What follows belongs to an exercise in optimizing a design on an open flow for small area; a production flow would make more cautious choices.
In this exercise RTL edits were held to simulation tests only and were not proved equivalent to the original.
No driver is modelled on the clock port, so clock power and skew are understated where the tree is cut down; a real chip needs a root buffer or a tree.
Power and IR drop assume default switching activity.

## rev 12
// top
module top (
    input        clk,
    input        reset,
    input        button_start,
    input        button_clear,
    input        button_difficulity,
    input        button_hammer,
    input  [4:0] swith,
    output [4:0] LED,
    output [6:0] seg,
    output [3:0] digit_select
);
    wire start_p, clear_p, diff_p, hammer_p;
    wam_debounce u_db_start (.clk(clk), .reset(reset), .raw(button_start),       .pulse(start_p));
    wam_debounce u_db_clear (.clk(clk), .reset(reset), .raw(button_clear),       .pulse(clear_p));
    wam_debounce u_db_diff  (.clk(clk), .reset(reset), .raw(button_difficulity), .pulse(diff_p));
    wam_debounce u_db_ham   (.clk(clk), .reset(reset), .raw(button_hammer),      .pulse(hammer_p));
    reg [1:0] dl;
    always @(posedge clk or posedge reset) begin
        if (reset)       dl <= 2'd0;
        else if (diff_p) dl <= {dl[0], ~dl[1] & ~dl[0]};
    end
    reg  [9:0] R;
    wire [9:0] R_inc = R + 10'd1;
    wire       R_wrap = R[9] & R[8] & (&R[4:0]);
    always @(posedge clk or posedge reset) begin
        if (reset) R <= 10'd4;
        else       R <= R_wrap ? 10'd0 : R_inc;
    end
    wire       tick     = (R == 10'd203) || (R == 10'd603);
    wire [1:0] sel      = R[4:3];
    wire [1:0] sel_next = R_inc[4:3];
    localparam [1:0] S_IDLE = 2'd0, S_CD = 2'd1, S_PLAY = 2'd2, S_GO = 2'd3;
    reg [1:0] state, prev;
    reg [1:0] diff_reg;
    reg       clr_cd, clr_gt, clr_sc;
    reg [2:0] c5;           
    reg [1:0] rt;           
    reg [3:0] ro;           
    reg [7:0] score;
    wire en_cd   = (prev == S_CD);
    wire E       = (prev == S_PLAY);
    wire cd_done = (c5 == 3'd0);
  ...
Settings: LEC_CHECK=0, CAP_MARGIN=0, CORE_MARGIN=2, CORE_UTILIZATION=70, CTS_BUF_LIST=sky130_fd_sc_hd__clkbuf_8, CTS_CLUSTER_SIZE=30, SLEW_MARGIN=0; clock period 10.0 ns.
standard.sh (not shown) runs the stock make flow with config.mk's settings and CLKGATE_MAP_FILE= SYNTH_SCRIPT=/design/flow/synth_recipe.tcl, a recipe that flattens the netlist after the stock synthesis.
==> flow/flow/run.sh <==
#!/bin/bash
set -euo pipefail
cd "$(dirname "$0")/.."
cp config.mk config_own.mk
cat >> config_own.mk <<'EOC'
export BUFFER_PORTS_ARGS = -buffer_cell sky130_fd_sc_hd__buf_1
export CTS_ARGS = -sink_clustering_enable -repair_clock_nets -buf_list sky130_fd_sc_hd__clkbuf_8 -dont_use_dummy_load
EOC
sed "s#DESIGN_CONFIG=[^ ]*#DESIGN_CONFIG=$PWD/config_own.mk#" standard.sh > standard_own.sh
bash standard_own.sh cts > flow_standard_to_cts.log 2>&1
RES=$(ls -d "$PWD"/orfs/results/*/top/base)
CTS_ODB=$RES/4_cts.odb MAX_LEAF_SINKS=14 openroad -no_init -exit flow/merge_cts.tcl > flow_merge_cts.log 2>&1
bash standard_own.sh > flow_standard_finish.log 2>&1
Other scripts of this flow, unchanged in this note and not shown: flow/flow/merge_cts.tcl
The following lists how rev 13 was set up differently from rev 12:
--- a/flow/design.v
+++ b/flow/design.v
@@ -152,17 +152,18 @@
             3'd0: rn_led = 5'b00001;
             3'd1: rn_led = 5'b00010;
             3'd2, 3'd5: rn_led = 5'b00100;
             3'd3, 3'd6: rn_led = 5'b01000;
             default: rn_led = 5'b10000;
         endcase
     end
     reg [4:0] mole_led;
-    reg [4:0] sw_prev, sed;
+    reg [4:0] sed;
+    reg       sw_ref;    
     reg       hv, to;
     reg [8:0] lo;
     reg [1:0] hi;
     wire has    = |mole_led;
     wire lo_end = (lo == 9'b110101000);    
     wire lo_beg = (lo == 9'd0);
     reg  hi_lim;
     always @(*) begin
@@ -173,26 +174,26 @@
         endcase
     end
     wire load = ~has | to;
     wire trst = ~E | load;
     wire [4:0] led_n = ~E ? 5'd0 : load ? rn_led : hv ? 5'd0 : mole_led;
     always @(posedge clk or posedge reset) begin
         if (reset) begin
             mole_led <= 5'd0;
-            sw_prev  <= 5'd0;
+            sw_ref   <= 1'b0;
             sed      <= 5'd0;
             hv       <= 1'b0;
             to       <= 1'b0;
             lo       <= 9'd0;
             hi       <= 2'd0;
         end else begin
             mole_led <= led_n;
-            sw_prev  <= swith;
-            sed      <= (hammer_p | ~has) ? 5'd0 : sed | (mole_led & (swith ^ sw_prev));
+            sw_ref   <= |(led_n & swith);
+            sed      <= (hammer_p | ~has) ? 5'd0 : sed | (mole_led & {5{|(mole_led & swith) ^ sw_ref}});
             hv       <= hammer_p & |(sed & mole_led & led_n);
             to       <= E & hi_lim & lo_beg;
             lo       <= (trst | lo_end) ? 9'd0 : {lo[7:0], ~(lo[8] ^ lo[4])};
             hi       <= trst ? 2'd0 : hi + {1'b0, lo_end};
         end
     end
     wire hit = E & ~has & ~clr_gt;
     wire [3:0] so = score[3:0];
The clock tree cell share of total cell area of rev 13 falls short of that of rev 12 by 0.17 points. Diff rev 12 -> rev 13: number of vias after detailed routing shows a reduction of 76, sequential cell count shows a reduction of about 3.2%, cell total after placement essentially unchanged. Cell area power density delta for rev 13 relative to rev 12: about 1% lower. Rev 12 was larger in final cell area than rev 13. Between rev 12 and rev 13, the antenna cell count figures differ only marginally. Relative to rev 12, post-place setup slack increased by 0.051 ns in rev 13. | via count of the first global-routing pass | rev 13 vs rev 12 | 2.0% higher |. Taking rev 12 as the reference, in rev 13 peak per-stage delay on the critical path has remained practically unchanged, count of inverters not on the clock network in the layout lost 1, post-synthesis register bit count fell 4, half-perimeter wire length of the detailed placement result barely changed. Against rev 12, rev 13 comes in 0.0098 ns higher on hold slack.

-- separate check: timing with driven ports --
The flow's constraints put no driver on any port. The routed layouts listed below were extracted and timed again, unchanged, in two steps.
Step 1 (the two cells are an assumption about what drives the block):
set clk [get_ports {clk}]
set_driving_cell -lib_cell sky130_fd_sc_hd__clkbuf_16 $clk
set_driving_cell -lib_cell sky130_fd_sc_hd__buf_2 [delete_from_list [all_inputs] $clk]
Step 2, shift: input delay + t, output delay - t, t = (earliest + latest rising clock arrival at the registers) / 2. This alone moves slack from input paths to output paths.
Slacks: ideal ports / drivers / drivers and shift; pairs: ideal ports / drivers.
| run | t, ns | slack for setup (ns) | clock arrival spread, ns |
|---|---|---|---|
| rev 12 | 0.401 | 6.536 / 6.501 / 6.629 | 0.027 / 0.027 |
| rev 13 | 0.398 | 6.533 / 6.502 / 6.651 | 0.021 / 0.021 |
After both steps every run listed still meets setup and hold. The worst setup slack also covers recovery checks on asynchronous resets.
